Context: an optimization exercise on an open-source flow, tuned for small area, a short achievable clock period and few clock cycles per item. The choices shown serve that exercise and are no tape-out recipe.

exp/tundra:
## circ
module circ(clk,rst,buttonRight,buttonCenter,buttonLeft,inputMultiplier,inputMultiplicand,segments,anode_active,doneFlag);
    input wire clk;
    input wire rst;
    input wire buttonRight;
    input wire buttonCenter;
    input wire buttonLeft;
    input wire [7:0] inputMultiplier;
    input wire [7:0] inputMultiplicand;
    output reg [6:0] segments;
    output wire [3:0] anode_active;
    output wire doneFlag;
    wire sa = inputMultiplier[7];
    wire sb = inputMultiplicand[7];
    wire [6:0] a = inputMultiplier[6:0] ^ {7{sa}};
    wire [6:0] b = inputMultiplicand[6:0] ^ {7{sb}};
    wire minus = (sa & ~sb & |inputMultiplicand[6:0]) | (sb & ~sa & |inputMultiplier[6:0]);
    wire [48:0] pp;
    genvar gi, gj;
    generate for (gi = 0; gi < 7; gi = gi + 1) begin : g_pp
        for (gj = 0; gj < 7; gj = gj + 1) begin : g_ppj
            assign pp[gi*7+gj] = a[gi] & b[gj];
        end
    end endgenerate
    wire [6:0] ca = b & {7{sa}};
    wire [6:0] cb = a & {7{sb}};
    wire sab = sa & sb;
    wire t1 = pp[4] ^ pp[10];
    wire t2 = pp[4] & pp[10];
    wire t3 = pp[5] ^ pp[11] ^ pp[17];
    wire t4 = (pp[5] & pp[11]) | (pp[5] & pp[17]) | (pp[11] & pp[17]);
    wire t5 = pp[23] ^ pp[29];
    wire t6 = pp[23] & pp[29];
    wire t7 = pp[6] ^ pp[12] ^ pp[18];
    wire t8 = (pp[6] & pp[12]) | (pp[6] & pp[18]) | (pp[12] & pp[18]);
    wire t9 = pp[24] ^ pp[30] ^ pp[36];
    wire t10 = (pp[24] & pp[30]) | (pp[24] & pp[36]) | (pp[30] & pp[36]);
    wire t11 = pp[42] ^ ca[6];
    wire t12 = pp[42] & ca[6];
    wire t13 = pp[13] ^ pp[19] ^ pp[25];
  ...
Size in the first run: roughly 870 cells after synthesis, about 21 flip-flops, about 0.0051 mm^2 of cells after synthesis.
Settings: LEC_CHECK=0, ABC_AREA=1, CAP_MARGIN=20, CORE_MARGIN=2, CORE_UTILIZATION=70, SLEW_MARGIN=20; clock period 14.0 ns.
standard.sh (not shown) runs the stock make flow with config.mk's settings and CLKGATE_MAP_FILE= SYNTH_SCRIPT=/design/flow/synth_recipe.tcl, a recipe that flattens the netlist after the stock synthesis.
==> flow/flow/run.sh <==
#!/bin/bash
# Standard layout with three changes: stronger port buffers, full adders left
# to ABC instead of fixed adder cells, and an ABC mapping script with a real
# delay target (the ORFS area script has none).
set -euo pipefail
cp -r "$FLOW_HOME/scripts" scripts_abc
cat > scripts_abc/abc_area.script <<'EOS'
strash
dc2
dch
map -D 3000
topo
stime -c
buffer -c
upsize -c -D 3000
dnsize -c -D 3000
EOS
export SCRIPTS_DIR="$PWD/scripts_abc"
export ADDER_MAP_FILE=
export BUFFER_PORTS_ARGS="-buffer_cell sky130_fd_sc_hd__buf_2"
bash standard.sh > standard_flow.log 2>&1
Per the final summary, exp/tundra finished and its layout is clean on timing, DRC and antenna.
Input changes introduced in exp/onyx (baseline for comparison: exp/tundra):
--- a/flow/flow/run.sh
+++ b/flow/flow/run.sh
@@ -10,3 +10,3 @@
 dch
-map -D 3000
+map -D 4000
 topo
@@ -14,4 +14,4 @@
 buffer -c
-upsize -c -D 3000
-dnsize -c -D 3000
+upsize -c -D 4000
+dnsize -c -D 4000
 EOS
@@ -19,2 +19,3 @@
 export ADDER_MAP_FILE=
+export SETUP_SLACK_MARGIN=7
 export BUFFER_PORTS_ARGS="-buffer_cell sky130_fd_sc_hd__buf_2"
Results
What ended exp/onyx was a tool error in global routing; the run never finished. Total standard cell area after synthesis, exp/onyx vs exp/tundra: down by a few percent. As of exp/onyx, chip width had fallen by a few percent compared to exp/tundra. Number of nets in the synthesized netlist went down slightly going from exp/tundra to exp/onyx.
Input-level comparison between exp/indigo and exp/onyx:
--- a/flow/flow/run.sh
+++ b/flow/flow/run.sh
@@ -19,3 +19,2 @@
 export ADDER_MAP_FILE=
-export SETUP_SLACK_MARGIN=7
 export BUFFER_PORTS_ARGS="-buffer_cell sky130_fd_sc_hd__buf_2"
Results
- ~same count of buffers inserted at the top-level ports in exp/onyx and exp/indigo
- exp/indigo vs. exp/onyx: number of rows in the core area now sits at about the same level, synthesized-area fraction occupied by and/or/nand/nor cells now sits at about the same level, placer's final routability congestion estimate now sits at about the same level.
- exp/indigo ran to completion and came out clean on the timing, design-rule and antenna checks.
- Per the comparison of exp/indigo with exp/onyx, cell total after placement held, cell count after synthesis flat, maximum clock path buffer count comparable, number of buffers inserted for hold repair after clock tree synthesis about even, mean area per synthesized cell stayed essentially flat.
- Lower number of buffers inserted to repair setup after CTS among exp/onyx and exp/indigo: exp/indigo
What exp/willow does differently from exp/indigo at the input level:
--- a/flow/flow/run.sh
+++ b/flow/flow/run.sh
@@ -19,2 +19,3 @@
 export ADDER_MAP_FILE=
+export SETUP_SLACK_MARGIN=6.5
 export BUFFER_PORTS_ARGS="-buffer_cell sky130_fd_sc_hd__buf_2"
[summary]
Diff exp/willow..exp/indigo | xor/xnor cell area share of the yosys netlist | unchanged. Synthesized instance count of exp/indigo is on par with exp/willow. From exp/indigo to exp/willow the numbers moved as follows: post-CTS setup-driven buffer insertion count climbed 13; number of primary I/O pins barely changed; post-cts sizing count climbed 54. Summary across exp/willow and exp/indigo: the single failing run is exp/willow. Comparing exp/indigo against exp/willow, there is no change at all in synthesized-area fraction occupied by ao, oa, aoi and oai cells. Changes observed in exp/willow relative to exp/indigo: synthesized area saw little to no change; net count after synthesis now sits at about the same level. exp/indigo -> exp/willow: clock tree buffer depth delta 0, exact match. From exp/willow to exp/indigo, number of placed instances, taps included did not move at all. On chip width, exp/willow tracks exp/indigo almost exactly.
No run of this note included a check of the RTL's function; only the layout flow was run.

static timing again, ports no longer ideal:
In the flow no input, the clock included, has a driving cell. The finished layouts below were timed again as built, in two steps. Step 1 (the two cells are an assumption about what drives the block):
set clk [get_ports {clk}]
set_driving_cell -lib_cell sky130_fd_sc_hd__clkbuf_16 $clk
set_driving_cell -lib_cell sky130_fd_sc_hd__buf_2 [delete_from_list [all_inputs] $clk]
Step 2 adds t to the input delays and takes it off the output delays; t is the mean of the earliest and latest rising clock arrival at the registers after step 1. Input paths then give back, and output paths get back, about the clock's delay inside the block. Slacks: ideal ports / drivers / drivers and shift; pairs: ideal ports / drivers.
run	shift t [ns]	setup WS [ns]	worst hold slack (ns)	clock arrival spread, ns
exp/tundra	0.282	6.161 / 6.136 / 6.418	0.471 / 0.471 / 0.471	0.004 / 0.004
exp/indigo	0.283	5.915 / 5.889 / 6.172	0.478 / 0.478 / 0.478	0.012 / 0.011
After both steps every run listed still meets setup and hold.
